Source: an optimization exercise on an open RTL-to-GDS flow (aim: small area). Production flows keep margins and buffers that such runs may drop. Only simulation tests tie the RTL to the original design; equivalence was not proved. Power and IR drop assume default switching activity.

**design/flow/config.mk**
```make
export PLATFORM = sky130hd
export DESIGN_NAME = udp_rx
export DESIGN_NICKNAME = udp_rx
export VERILOG_FILES = /design/flow/design.v
export SDC_FILE = /design/flow/constraint.sdc
export NUM_CORES = 4
export LEC_CHECK = 0
export CAP_MARGIN = 20
export CORE_MARGIN = 2
export CORE_UTILIZATION = 40
export SLEW_MARGIN = 20
```
**design/flow/design.v**
```verilog
module udp_rx #(
    parameter       BOARD_MAC   =   48'h00_11_22_33_44_55       , 
    parameter       BOARD_IP    =   {8'd192,8'd168,8'd1,8'd10}  , 
    parameter       BOARD_PORT  =   16'd1234                      
)(
    input                           clk                         , 
    input                           rst_n                       , 
    input                           gmii_rx_dv                  , 
    input           [7 : 0]         gmii_rxd                    , 
    input           [31 : 0]        crc_out                     , 
    output  reg     [7 : 0]         crc_data                    , 
    output  reg                     crc_en                      , 
    output  reg                     crc_clr                     , 
    output  reg     [1 : 0]         eth_rx_type                 , 
    output  reg                     rx_done                     , 
    output  reg     [ 7 : 0]        iudp_rx_data                , 
    output  reg                     iudp_rx_data_vld            , 
    output  reg     [15 : 0]        iudp_data_length            , 
    output  reg     [31 : 0]        data_checksum               , 
    output  reg     [7 : 0]         icmp_rx_type                , 
    output  reg     [7 : 0]         icmp_rx_code                , 
    output  reg     [15 : 0]        icmp_rx_id                  , 
    output  reg     [15 : 0]        icmp_rx_seq                 , 
    output  reg     [47 : 0]        src_mac                     , 
    output  reg     [31 : 0]        src_ip                      , 
    output  reg                     arp_rx_type                   
);
    localparam      IDLE        =   8'b0000_0001                ; 
    localparam      ETH_HEAD    =   8'b0000_0010                ; 
    localparam      IP_HEAD     =   8'b0000_0100                ; 
    localparam      IUDP_HEAD   =   8'b0000_1000                ; 
    localparam      IUDP_DATA   =   8'b0001_0000                ; 
    localparam      ARP_DATA    =   8'b0010_0000                ; 
    localparam      CRC         =   8'b0100_0000                ; 
    localparam      RX_END      =   8'b1000_0000                ; 
    localparam      IP_TPYE     =   16'h0800                    ; 
    localparam      ARP_TPYE    =   16'h0806                    ; 
    localparam      ICMP_TYPE   =   8'd01                       ; 
    localparam      UDP_TYPE    =   8'd17                       ; 
    reg                             start                       ; 
    reg                             error_flag                  ; 
    reg             [7 : 0]	        state_n                     ; 
    reg             [7 : 0]	        state_c                     ; 
    reg             [15 : 0]        cnt                         ; 
    reg             [15 : 0]        cnt_num                     ; 
    reg             [5 : 0]         ip_head_byte_num            ; 
    reg             [15 : 0]        ip_total_length             ; 
    reg             [15 : 0]        des_ip                      ; 
    reg             [7 : 0]         gmii_rxd_r      [6 : 0]     ; 
    reg             [6 : 0]         gmii_rx_dv_r                ;
    reg             [23 : 0]        des_crc                     ; 
    reg             [47 : 0]        des_mac                     ;
    reg             [15 : 0]        opcode                      ;
    reg             [47 : 0]        src_mac_t                   ;
    reg             [31 : 0]        src_ip_t                    ;
    reg             [31 : 0]        reply_checksum_add          ;
    wire       		                add_cnt                     ;
    wire       		                end_cnt                     ;
    always@(posedge clk)begin
        if(!rst_n)begin
            state_c <= IDLE;
        end
        else begin
            state_c <= state_n;
        end
    end
    always@(*)begin
        case(state_c)
            IDLE:begin
                if(start)begin 
                    state_n = ETH_HEAD;
                end
                else begin
                    state_n = state_c;
                end
            end
            ETH_HEAD:begin
                if(error_flag)begin 
                    state_n = RX_END;
                end
                else if(end_cnt)begin 
                    if(eth_rx_type == 2'd1) 
                        state_n = ARP_DATA;
                    else 
                        state_n = IP_HEAD;
                end
                else begin
                    state_n = state_c;
                end
            end
            IP_HEAD:begin
                if(error_flag)begin 
                    state_n = RX_END;
                end
                else if(end_cnt)begin 
                    state_n = IUDP_HEAD; 
                end
                else begin
                    state_n = state_c;
                end
            end
            IUDP_HEAD:begin
                if(end_cnt)begin 
                    state_n = IUDP_DATA;
                end
                else begin
                    state_n = state_c;
                end
            end
            IUDP_DATA:begin
                if(end_cnt)begin 
                    state_n = CRC;
                end
                else begin
                    state_n = state_c;
                end
            end
            ARP_DATA:begin
                if(error_flag)begin 
                    state_n = RX_END;
                end
                else if(end_cnt)begin 
                    state_n = CRC;
                end
                else begin
                    state_n = state_c;
                end
            end
            CRC:begin
                if(end_cnt)begin 
                    state_n = RX_END;
                end
                else begin
                    state_n = state_c;
                end
            end
            RX_END:begin
                if(~gmii_rx_dv)begin 
                    state_n = IDLE;
                end
                else begin
                    state_n = state_c;
                end
            end
            default:begin
                state_n = IDLE;
            end
        endcase
    end
    always@(posedge clk)begin
        gmii_rxd_r[6] <= gmii_rxd_r[5];
        gmii_rxd_r[5] <= gmii_rxd_r[4];
        gmii_rxd_r[4] <= gmii_rxd_r[3];
        gmii_rxd_r[3] <= gmii_rxd_r[2];
        gmii_rxd_r[2] <= gmii_rxd_r[1];
        gmii_rxd_r[1] <= gmii_rxd_r[0];
        gmii_rxd_r[0] <= gmii_rxd;
        gmii_rx_dv_r <= {gmii_rx_dv_r[5 : 0],gmii_rx_dv};
    end
    always@(posedge clk)begin
        if(rst_n==1'b0)begin 
            start <= 1'b0;
        end
        else if(state_c == IDLE)begin
            start <= ({gmii_rx_dv_r,gmii_rx_dv} == 8'hFF) && ({gmii_rxd,gmii_rxd_r[0],gmii_rxd_r[1],gmii_rxd_r[2],gmii_rxd_r[3],gmii_rxd_r[4],gmii_rxd_r[5],gmii_rxd_r[6]} == 64'hD5_55_55_55_55_55_55_55);
        end
    end
    always@(posedge clk)begin
        if(rst_n==1'b0)begin
            cnt <= 0;
        end
        else if(add_cnt)begin
            if(end_cnt)
                cnt <= 0;
            else
                cnt <= cnt + 1;
        end
        else begin 
            cnt <= 0;
        end
    end
    assign add_cnt = (state_c != IDLE) && (state_c != RX_END) && gmii_rx_dv_r[0];
    assign end_cnt = add_cnt && cnt == cnt_num - 1;
    always@(posedge clk)begin
        if(rst_n==1'b0)begin 
            cnt_num <= 16'd20;
        end
        else begin
            case(state_c)
                ETH_HEAD : cnt_num <= 16'd14; 
                IP_HEAD  : cnt_num <= ip_head_byte_num; 
                IUDP_HEAD : cnt_num <= 16'd8; 
                IUDP_DATA : cnt_num <= iudp_data_length; 
                ARP_DATA  : cnt_num <= 16'd46; 
                CRC      : cnt_num <= 16'd4; 
                default: cnt_num <= 16'd20;
            endcase
        end
    end
    always@(posedge clk)begin
        if(rst_n==1'b0)begin 
            des_mac <= 48'd0;
        end
        else if((state_c == ETH_HEAD) && add_cnt && cnt < 16'd6)begin
            des_mac <= {des_mac[39:0],gmii_rxd_r[0]};
        end
    end
    always@(posedge clk)begin
        if(rst_n==1'b0)begin 
            error_flag <= 1'b0;
        end
        else if(add_cnt)begin
            case(state_c)
                ETH_HEAD : begin
                    if(cnt == 6) 
                        error_flag <= ((des_mac != BOARD_MAC) && (des_mac != 48'HFF_FF_FF_FF_FF_FF));
                    else if(cnt == 12) 
                        error_flag <= ({gmii_rxd_r[0],gmii_rxd} != IP_TPYE) && ({gmii_rxd_r[0],gmii_rxd} != ARP_TPYE);
                end
                IP_HEAD : begin
                    if(cnt == 9) 
                        error_flag <= (gmii_rxd_r[0] != UDP_TYPE) && (gmii_rxd_r[0] != ICMP_TYPE);
                    else if(cnt == 16'd18) 
                        error_flag <= ({des_ip,gmii_rxd_r[0],gmii_rxd} != BOARD_IP);
                end
                ARP_DATA : begin
                    if(cnt == 27)begin 
                        error_flag <= ((opcode != 16'd1) && (opcode != 16'd2)) || ({des_ip,gmii_rxd_r[1],gmii_rxd_r[0]} != BOARD_IP);
                    end
                end
                IUDP_DATA : begin
                    if((cnt == 3) && (eth_rx_type == 2'd3))begin 
                        error_flag <= ({gmii_rxd_r[1],gmii_rxd_r[0]} != BOARD_PORT);
                    end
                end
                default: error_flag <= 1'b0;
            endcase
        end
        else begin
            error_flag <= 1'b0;
        end
    end
    always@(posedge clk)begin
        if(rst_n==1'b0)begin 
            eth_rx_type <= 2'd0;
        end 
        else if(state_c == ETH_HEAD && add_cnt && cnt == 12)begin
            if({gmii_rxd_r[0],gmii_rxd} == ARP_TPYE)begin
                eth_rx_type <= 1;
            end
            else begin
                eth_rx_type <= 0;
            end
        end
        else if(state_c == IP_HEAD && add_cnt && cnt == 9)begin
            if(gmii_rxd_r[0] == UDP_TYPE) 
                eth_rx_type <= 3;
            else if(gmii_rxd_r[0] == ICMP_TYPE) 
                eth_rx_type <= 2;
        end
    end
    always@(posedge clk)begin
        if(rst_n==1'b0)begin 
            ip_head_byte_num <= 6'd20;
            ip_total_length <= 16'd28;
            des_ip <= 16'd0;
            iudp_data_length <= 16'd0;
            opcode <= 16'd0; 
            src_mac_t <= 48'd0; 
            src_ip_t <= 32'd0; 
        end
        else if(state_c == IP_HEAD && add_cnt)begin
            case(cnt)
                16'd0 : ip_head_byte_num <= {gmii_rxd_r[0][3:0],2'd0}; 
                16'd3 : ip_total_length <= {gmii_rxd_r[1],gmii_rxd_r[0]}; 
                16'd4 : iudp_data_length <= ip_total_length - ip_head_byte_num - 8; 
                16'd17: des_ip <= {gmii_rxd_r[1],gmii_rxd_r[0]}; 
                default: ;
            endcase
        end
        else if(state_c == ARP_DATA && add_cnt)begin
            case(cnt)
                16'd7 : opcode <= {gmii_rxd_r[1],gmii_rxd_r[0]}; 
                16'd13 : src_mac_t <= {gmii_rxd_r[5],gmii_rxd_r[4],gmii_rxd_r[3],gmii_rxd_r[2],gmii_rxd_r[1],gmii_rxd_r[0]}; 
                16'd17 : src_ip_t <= {gmii_rxd_r[3],gmii_rxd_r[2],gmii_rxd_r[1],gmii_rxd_r[0]}; 
                16'd25 : des_ip <= {gmii_rxd_r[1],gmii_rxd_r[0]}; 
                default: ;
            endcase
        end
    end
    always@(posedge clk)begin
        if(rst_n==1'b0)begin 
            icmp_rx_type <= 8'd0; 
            icmp_rx_code <= 8'd0; 
            icmp_rx_id <= 16'd0; 
            icmp_rx_seq <= 16'd0; 
        end
        else if(state_c == IUDP_HEAD && add_cnt)begin
            if(eth_rx_type == 2'd2) 
                case(cnt)
                    16'd0 : icmp_rx_type <= gmii_rxd_r[0]; 
                    16'd1 : icmp_rx_code <= gmii_rxd_r[0]; 
                    16'd5 : icmp_rx_id <= {gmii_rxd_r[1],gmii_rxd_r[0]}; 
                    16'd7 : icmp_rx_seq <= {gmii_rxd_r[1],gmii_rxd_r[0]}; 
                    default: ;
                endcase
        end
    end
    always@(posedge clk)begin
        iudp_rx_data <= (state_c == IUDP_DATA) ? gmii_rxd_r[0] : iudp_rx_data; 
        iudp_rx_data_vld <= (state_c == IUDP_DATA); 
    end
    always@(posedge clk)begin
        crc_data <= gmii_rxd_r[0]; 
        crc_clr <= (state_c == IDLE); 
        crc_en <= (state_c != IDLE) && (state_c != RX_END) && (state_c != CRC); 
    end
    always@(posedge clk)begin
        if(rst_n==1'b0)begin 
            des_crc <= 24'hff_ff_ff;
        end
        else if(add_cnt && state_c == CRC)begin 
            des_crc <= {gmii_rxd_r[0],des_crc[23:8]};
        end
    end
    always@(posedge clk)begin
        if(rst_n==1'b0)begin 
            reply_checksum_add <= 32'd0;
        end
        else if(state_c == RX_END)begin 
            reply_checksum_add <= 32'd0;
        end
        else if(state_c == IUDP_DATA && add_cnt && eth_rx_type == 2'd2)begin
            if(end_cnt && iudp_data_length[0])begin 
                reply_checksum_add <= reply_checksum_add + {8'd0,gmii_rxd_r[0]};
            end
            else if(cnt[0]) 
                reply_checksum_add <= reply_checksum_add + {gmii_rxd_r[1],gmii_rxd_r[0]};
        end
    end
    always@(posedge clk)begin
        if(rst_n==1'b0)begin 
            rx_done <= 1'b0; 
            src_mac <= 48'd0; 
            src_ip <= 32'd0; 
            arp_rx_type <= 1'b0;
            data_checksum <= 32'd0; 
        end 
        else if(state_c == CRC && end_cnt && ({gmii_rxd_r[0],des_crc[23:0]} == crc_out))begin 
            if(eth_rx_type == 2'd1)begin 
                src_mac <= src_mac_t; 
                src_ip <= src_ip_t; 
                arp_rx_type <= (opcode == 16'd1) ? 1'b0 : 1'b1; 
            end
            else begin 
                data_checksum <= (eth_rx_type == 2'd2) ? reply_checksum_add : data_checksum; 
            end
            rx_done <= 1'b1; 
        end
        else begin
            rx_done <= 1'b0;
        end
    end
endmodule
```
**design/flow/run.sh**
```bash
#!/bin/bash
# synth_recipe.tcl (not shown) runs the flow's synth.tcl, then flattens the netlist and writes it again
# the make line also repeats each setting of config.mk as NAME=value (left out here)
make -C /OpenROAD-flow-scripts/flow DESIGN_CONFIG=/design/flow/config.mk WORK_HOME=/design/flow/orfs CLKGATE_MAP_FILE= SYNTH_SCRIPT=/design/flow/synth_recipe.tcl finish
```
**design/flow/constraint.sdc**
```tcl
create_clock -name core_clock -period 8.0 [get_ports {clk}]
set_input_delay 1.6000 -clock core_clock [delete_from_list [all_inputs] [get_ports {clk}]]
set_output_delay 1.6000 -clock core_clock [all_outputs]
set_load 0.01 [all_outputs]
```
==> results.tsv <==
metric	value	unit
Via density	5.32	
initial detailed-routing violation count	1295	
footprint of the multi-input gates	0.00963	mm²
maxcap violations	0	
die footprint	0.0550	mm²
HP Class	reg2reg	
Syn-to-layout area delta	22.1	%
Syn Inst Count	2397	
vias in the first global route	16700	
Hold Startpoint	gmii_rx_dv_r[2]	
Worst Path Arrival	5820	ps
PwrDens	217	mW/mm²
Filler Cell Count	4954	
Final setup viols	0	
non-filler cells, final	3308	
Routed wire per std cell	19.0	µm
register area	0.0107	mm²
outcome	complete, no violations	
commonest non-fill, non-tap cell in the layout	dfxtp_1	
num ports	242	
Core Area	0.0526	mm²
most frequent cells in the layout	dfxtp_1, nand2_1, a21oi_1, clkdlybuf4s50_1, nor2_1	
sequential cell area fraction in the yosys report	0.505	
grt ovf	0	
Max-slew headroom	0.273	
Setup Buffers After CTS	0	
ratio of cells with drive above 1 in the final layout	0.0580	
Post-synth EDFFs	8	
clock root buffer	clkbuf_16	
Max clock buf depth	3	
synth unique cells	72	
CTS tree	done	
slowest CP cell	nor4_4	
# DRC	0	
clock sinks	532	
first-pass GRT wire length	96400	µm
Post-synth ARST share	0	
worst-case vdd ir drop	0.162	mV
Hold Vio Cnt, Final	0	
GRT Util Overall	0.225	
largest net degree at the start of global routing	244	
Setup crit start kind	flop	
CP most frequent cell	nor2_1	
Area contributors post-synth	dfxtp_1, nand2_1, mux2i_1, a21oi_1, nor2_1	
Slew @ Worst Pin	1090	ps
final hold slack	352	ps
DR vias	17600	
Max Slew Vio Count	0	
RSZ-0062 raised after global routing	no	
n_diodes	0	
WP data required	8500	ps
RR Startpoint	cnt_num[0]	
Lkg Pwr	0.00916	µW
min setup slack post-route	2670	ps
Mapped Area	0.0212	mm²
synthesized net count	2472	
post-CTS sizing	0	
DIE HEIGHT	234	µm
Chip Width	234	µm
YS warnings	2	
WS Path Type	reg2reg	
Avg Inst Size Synth	8.86	µm²
Final TNS setup	0	ps
DRT Pass-1 Iters	5	
Critical Path, Cell by Cell	inv_1 -> ha_1 -> nor2b_1 -> nand4b_1 -> xnor2_1 -> or3_1 -> nor4_4 -> nand2_1 -> and2_1 -> ha_1 -> a21o_1 -> a221oi_1 -> a21boi_0 -> nor2_1 -> a2111oi_0 -> nor2_1 -> mux2i_1 -> nor2_1	
H-tree Lvls	2	
fmax	188	MHz
CP endpoint kind	flop	
min cycle time layout	5330	ps
NumNets Final	2648	
final WL	62800	µm
Synth top area share	0.494	
HPWL Detailed	41000	µm
PortBufs	241	
fin crit share	0.666	
leading register cell type out of synthesis	dfxtp_1	
initial antenna violation count	4	
leading area contributor after synthesis	dfxtp_1	
cts bufs inserted	57	
CP peak stage delay	550	ps
hold buffers post-CTS	0	
Fin Clk Skew	40.4	ps
Placed Cells	3202	
initial core utilization	0.404	
#FFs+latches synth	532	
Routed Antenna Nets	0	
routability congestion estimate	0.872	
CP Max Fanout	8	
# rows	84	
start point of the critical path	cnt_num[0]	
clock-pin slew on the worst setup and hold paths	60	ps
worst slack, placed	2740	ps
Clk Latency, worst-skew pair	640	ps
-- synthesized netlist by cell type, drive strengths merged, types with 15 or more instances --
master / number
nand4: 45
nor2: 221
nor4: 31
a21oi: 247
nor3: 23
or4: 15
nand2: 510
and3: 27
mux2i: 157
nand3: 51
inv: 34
buf: 30
xnor2: 60
o21ai: 49
xor2: 31
clkbuf: 124
nand4b: 22
ha: 31
dfxtp: 524
-- power breakdown --
part	leakage, µW	total (µW)	switching, µW	internal (µW)
Clock	0.000929	2640	1110	1530
Sequential	0.00432	2710	25.4	2680
Combinational	0.00392	278	194	84.6
-- per-layer routing --
metal / GRT usage / up-vias / part of all wire
met4: 0.0745 / 2 / 0.029
met2: 0.358 / 548 / 0.46
li1: - / 8548 / -
met3: 0.0470 / 124 / 0.065
met5: 0 / - / 0.00021
met1: 0.305 / 8364 / 0.45
-- flip-flops by register name (all words and copies together), names as in the netlist, 24 cells and up --
register / cells
des_mac: 48
gmii_rxd_r: 48
src_mac: 48
src_mac_t: 48
data_checksum: 32
reply_checksum_add: 32
src_ip: 32
src_ip_t: 32
des_crc: 24
-- stage by stage --
step	utilization	total power [µW]	instance area [µm²]
5_1_grt	0.493	5820	25900
3_3_place_gp	0.457	3040	24000
6_report	0.493	5630	25900
4_1_cts	0.493	5680	25900
3_5_place_dp	0.457	3040	24000
2_1_floorplan	-	2910	21200
-- worst max-delay path, delay by kind of cell (launching register included) --
kind,cells,cell delay [ps]
AO/OA/AOI/OAI,4,1420
XOR/XNOR,1,200
adder cells (fa/ha/maj),2,510
buffers and inverters,1,70
flip-flops,1,340
multiplexers,1,140
AND/OR/NAND/NOR,9,2520
-- area by class of cell --
cell class,instances,area share
timing repair buffer,271,0.103
clock buffer,84,0.0636
multi-input combinational,1677,0.372
sequential,532,0.414
inverter,34,0.00521
clock inverter,22,0.0100
tap,688,0.0332
-- cells by family (layout without fill, tap and decap cells) --
logic type / Yosys count / in the layout / share of synthesized area
AOI/OAI and AO/OA: 367 / 367 / 0.0970
adders and majority gates: 32 / 32 / 0.0192
buffers and inverters: 188 / 411 / 0.0422
and+or+nand+nor: 1029 / 1029 / 0.224
xor gates and xnor gates: 91 / 91 / 0.0375
DFF: 532 / 532 / 0.505
muxes: 158 / 158 / 0.0745
-- path summary, 6_finish.rpt --
path	endpoint	cells past startpoint	slack (ps)
min reg2reg	gmii_rx_dv_r[3]	0	350
max	reply_checksum_add[13]	18	2670
min	gmii_rx_dv_r[3]	0	350
max reg2reg	reply_checksum_add[13]	18	2670

-- port drivers added, routing unchanged --
Ports are ideal in the flow. The routed layout listed here was re-timed in OpenROAD.
Step 1: set_driving_cell puts a clkbuf_16 on clk and a buf_2 on each other input, an assumption about the parent block.
Step 2 also shifts input and output timing later by t, the mid clock arrival at the registers, as if the neighbouring blocks saw the same clock.
Slacks: ideal ports / drivers / drivers and shift; pairs: ideal ports / drivers.
t (ns): 0.683
slack for setup (ns): 2.673 / 2.673 / 2.673
pins driven straight from the clock port: 1
After both steps setup and hold are still met in this run. For this run, drivers alone change the setup slack by 0.000 ns; drivers and shift together by 0.000 ns.
